What follows belongs to an exercise in optimizing a design on an open flow for small area, a short achievable clock period and few clock cycles; a production flow would make more cautious choices.
RTL that was checked went through simulation tests only; none was proved equivalent to the original.

## the baseline
Design sha256_v2, start of the top module:
module sha256_v2(
    input wire i_clk,
    input wire i_rst,
    input wire i_write,
    input wire [7:0] i_N,
    input wire [8:0] i_bit_miss,
    input wire i_read,
    input wire [31:0] i_data,
    output reg [31:0] o_data,
    output reg o_done
);
    localparam [255:0] IV = {32'h6a09e667, 32'hbb67ae85, 32'h3c6ef372, 32'ha54ff53a,
                             32'h510e527f, 32'h9b05688c, 32'h1f83d9ab, 32'h5be0cd19};
    reg        wr_r;         
    reg        rd_r, rd_d2;  
    reg [7:0]  n_r;          
    reg [8:0]  bm_r;         
    reg [16:0] len_r;        
    reg [6:0]  t;            
    reg        padblk;       
    reg [7:0]  blk;          
    reg        last_r;       
    reg        ro_d, ro_en;  
    reg [2:0]  rc;           
    reg        c_full;       
    reg        c_bnd;        
    reg        c_p31;        
    reg        c_len;        
    wire first    = (blk == 8'd0) & ~padblk;
    wire last     = last_r & ~padblk;
    wire need_pad = (bm_r <= 9'd64);
    wire t_lo     = ~t[6] & ~t[5] & ~t[4];           
    wire rnd_en   = t_lo ? (wr_r | padblk) : ~t[6];   
    wire t64      = t[6];
    wire fin      = t64 & (padblk | (last & ~need_pad));
    wire ring_add = t64 | (t[5] & t[4] & t[3] & t[2] & (t[1] | t[0]));  
    wire iv_ld    = (t == 7'd0) & first & ~wr_r;
    wire rot      = ro_en & rd_d2 & (rc != 3'd7);
    wire [6:0] t_nx      = rnd_en ? t + 7'd1 : (t64 ? 7'd0 : t);
    wire       padblk_nx = t64 ? (~fin & (last | padblk)) : padblk;
    wire [7:0] blk_nx    = ~t64 ? blk : (fin ? 8'd0 : (last ? blk : blk + 8'd1));
    wire       last_nx   = (i_N == blk_nx + 8'd1);
    wire [3:0] k_nx   = t_nx[3:0];
  ...
Size: roughly 5600 cells after synthesis, about 1100 flip-flops, ~86 I/O pins, ~0.059 sq mm of cells after synthesis.
Settings: LEC_CHECK=0, CAP_MARGIN=20, CORE_MARGIN=2, CORE_UTILIZATION=40, SLEW_MARGIN=20; clock period 20.0 ns.
run.sh (not shown) runs the stock make flow with config.mk's settings and CLKGATE_MAP_FILE= SYNTH_SCRIPT=/design/flow/synth_recipe.tcl, a recipe that flattens the netlist after the stock synthesis.
> inputs changed (the baseline -> the candidate)
==> flow/flow/run.sh (new file) <==
#!/bin/bash
# Layout flow: the standard synthesis, then the standard layout with
# the timing repair told to keep a setup margin, so that it closes the design
# at a shorter period than the 20 ns constraint. Each step's full output goes
# to a log file of its own here.
set -euo pipefail
MARGIN=14.8
bash standard.sh synth > synth.log 2>&1
bash standard.sh SETUP_SLACK_MARGIN=$MARGIN finish > layout.log 2>&1
==> flow/standard.sh (new file) <==
#!/bin/bash
# synth_recipe.tcl (not shown) runs the flow's synth.tcl, then flattens the netlist and writes it again
# the make line also repeats each setting of config.mk as NAME=value (left out here)
make -C /OpenROAD-flow-scripts/flow DESIGN_CONFIG=/design/flow/config.mk WORK_HOME=/design/flow/orfs CLKGATE_MAP_FILE= SYNTH_SCRIPT=/design/flow/synth_recipe.tcl "${@:-finish}"
removed: flow/run.sh
Notes after the runs:
- Every run in the comparison, the baseline and the candidate, completed the flow with a clean layout.
- Lower initial antenna violation count was reported by the baseline, not the candidate.
- Between the baseline and the candidate, number of diodes added for antenna fixing is lower for the candidate, the baseline comes in above that.
- Looking at the baseline and the candidate, the endpoint required time on the critical path is a wash.
- | cell count after synthesis | the candidate vs the baseline | ≈ equal |
No run of this note included a check of the RTL's function; only the layout flow was run.


Setup of v17:
Another version of the RTL of sha256_v2 (not shown whole).
For scale: about 1,200 flip-flops, about 86 I/O pins, ~65,000 sq um of cells after synthesis.
clock: 20.0 ns
lec_check: 0
cap_margin: 20
core_margin: 2
core_utilization: 40
cts_cluster_size: 30
slew_margin: 20
standard.sh (not shown) runs the stock make flow with config.mk's settings and CLKGATE_MAP_FILE= SYNTH_SCRIPT=/design/flow/synth_recipe.tcl, a recipe that flattens the netlist after the stock synthesis.
==> flow/flow/run.sh <==
#!/bin/bash
# Layout flow: the standard synthesis, then the standard layout with
# the timing repair told to keep a setup margin, so that it closes the design
# at a shorter period than the 20 ns constraint. Each step's full output goes
# to a log file of its own here.
set -euo pipefail
MARGIN=14.8
bash standard.sh synth > synth.log 2>&1
bash standard.sh SETUP_SLACK_MARGIN=$MARGIN finish > layout.log 2>&1
Testbench counts of v17, summed over its fixed seeds: cycles 12,948.
> inputs changed (v17 -> v40)
# v17
export LEC_CHECK = 0
export CAP_MARGIN = 20
export CORE_MARGIN = 2
export CORE_UTILIZATION = 40
export CTS_CLUSTER_SIZE = 30
export SLEW_MARGIN = 20
create_clock -name core_clock -period 20.0 [get_ports {i_clk}]
# v40
export LEC_CHECK = 0
export CAP_MARGIN = 20
export CORE_MARGIN = 2
export CORE_UTILIZATION = 40
export CTS_BUF_LIST = sky130_fd_sc_hd__clkbuf_8
export SLEW_MARGIN = 20
create_clock -name core_clock -period 20.0 [get_ports {i_clk}]
==> comparison <==
v17 → v40: clock network contribution to total cell area moved down; total non-filler cell area in the finished layout went down; fmax now sits lower; count of plain and timing-repair buffers in the layout lower. After synthesis and placement, the instance count of v40 is above that of v17. v17 → v40: worst hold slack lost 0.0080 ns; post-layout worst setup margin lost 0.16 ns.
## Diff of input files: v52 against v40
# v40
export LEC_CHECK = 0
export CAP_MARGIN = 20
export CORE_MARGIN = 2
export CORE_UTILIZATION = 40
export CTS_BUF_LIST = sky130_fd_sc_hd__clkbuf_8
export SLEW_MARGIN = 20
create_clock -name core_clock -period 20.0 [get_ports {i_clk}]
# v52
export LEC_CHECK = 0
export CAP_MARGIN = 20
export CORE_MARGIN = 2
export CORE_UTILIZATION = 40
export SLEW_MARGIN = 20
create_clock -name core_clock -period 20.0 [get_ports {i_clk}]
Results
On setup slack after layout, v40 loses to v52.
The detailed-route via count of v52 falls short of that of v40 by 410.

re-timing with driven ports:
The flow's constraints put no driver on any port. The routed layouts listed below were extracted and timed again, unchanged, in two steps. Step 1 sets driving cells, clkbuf_16 on the clock port and buf_2 on the other inputs (assumed; they add their load-dependent delay and slew). Step 2 times the ports against the registers' clock, not the clock port: input delays grow and output delays shrink by t, the midpoint of the rising clock arrivals with the driver on. Three values: ideal ports, drivers, drivers and shift; two values: the first two.
| run | shift t [ns] | slack for setup (ns) | worst hold slack (ns) | worst setup path at the end | worst register clock-pin slew, ns |
|---|---|---|---|---|---|
| the baseline | 0.832 | 10.954 / 10.954 / 10.954 | 0.336 / 0.336 / 0.336 | register to register | 0.07 / 0.07 |
| the candidate | 0.834 | 13.444 / 13.444 / 13.444 | 0.330 / 0.330 / 0.330 | register to register | 0.07 / 0.07 |
| v17 | 0.883 | 14.665 / 14.577 / 14.003 | 0.406 / 0.406 / 0.406 | input to register | 0.07 / 0.07 |
| v40 | 1.042 | 14.504 / 14.421 / 13.846 | 0.398 / 0.398 / 0.398 | input to register | 0.08 / 0.08 |
| v52 | 0.883 | 14.665 / 14.577 / 14.003 | 0.406 / 0.406 / 0.406 | input to register | 0.07 / 0.07 |
After both steps setup and hold are still met in every run listed.
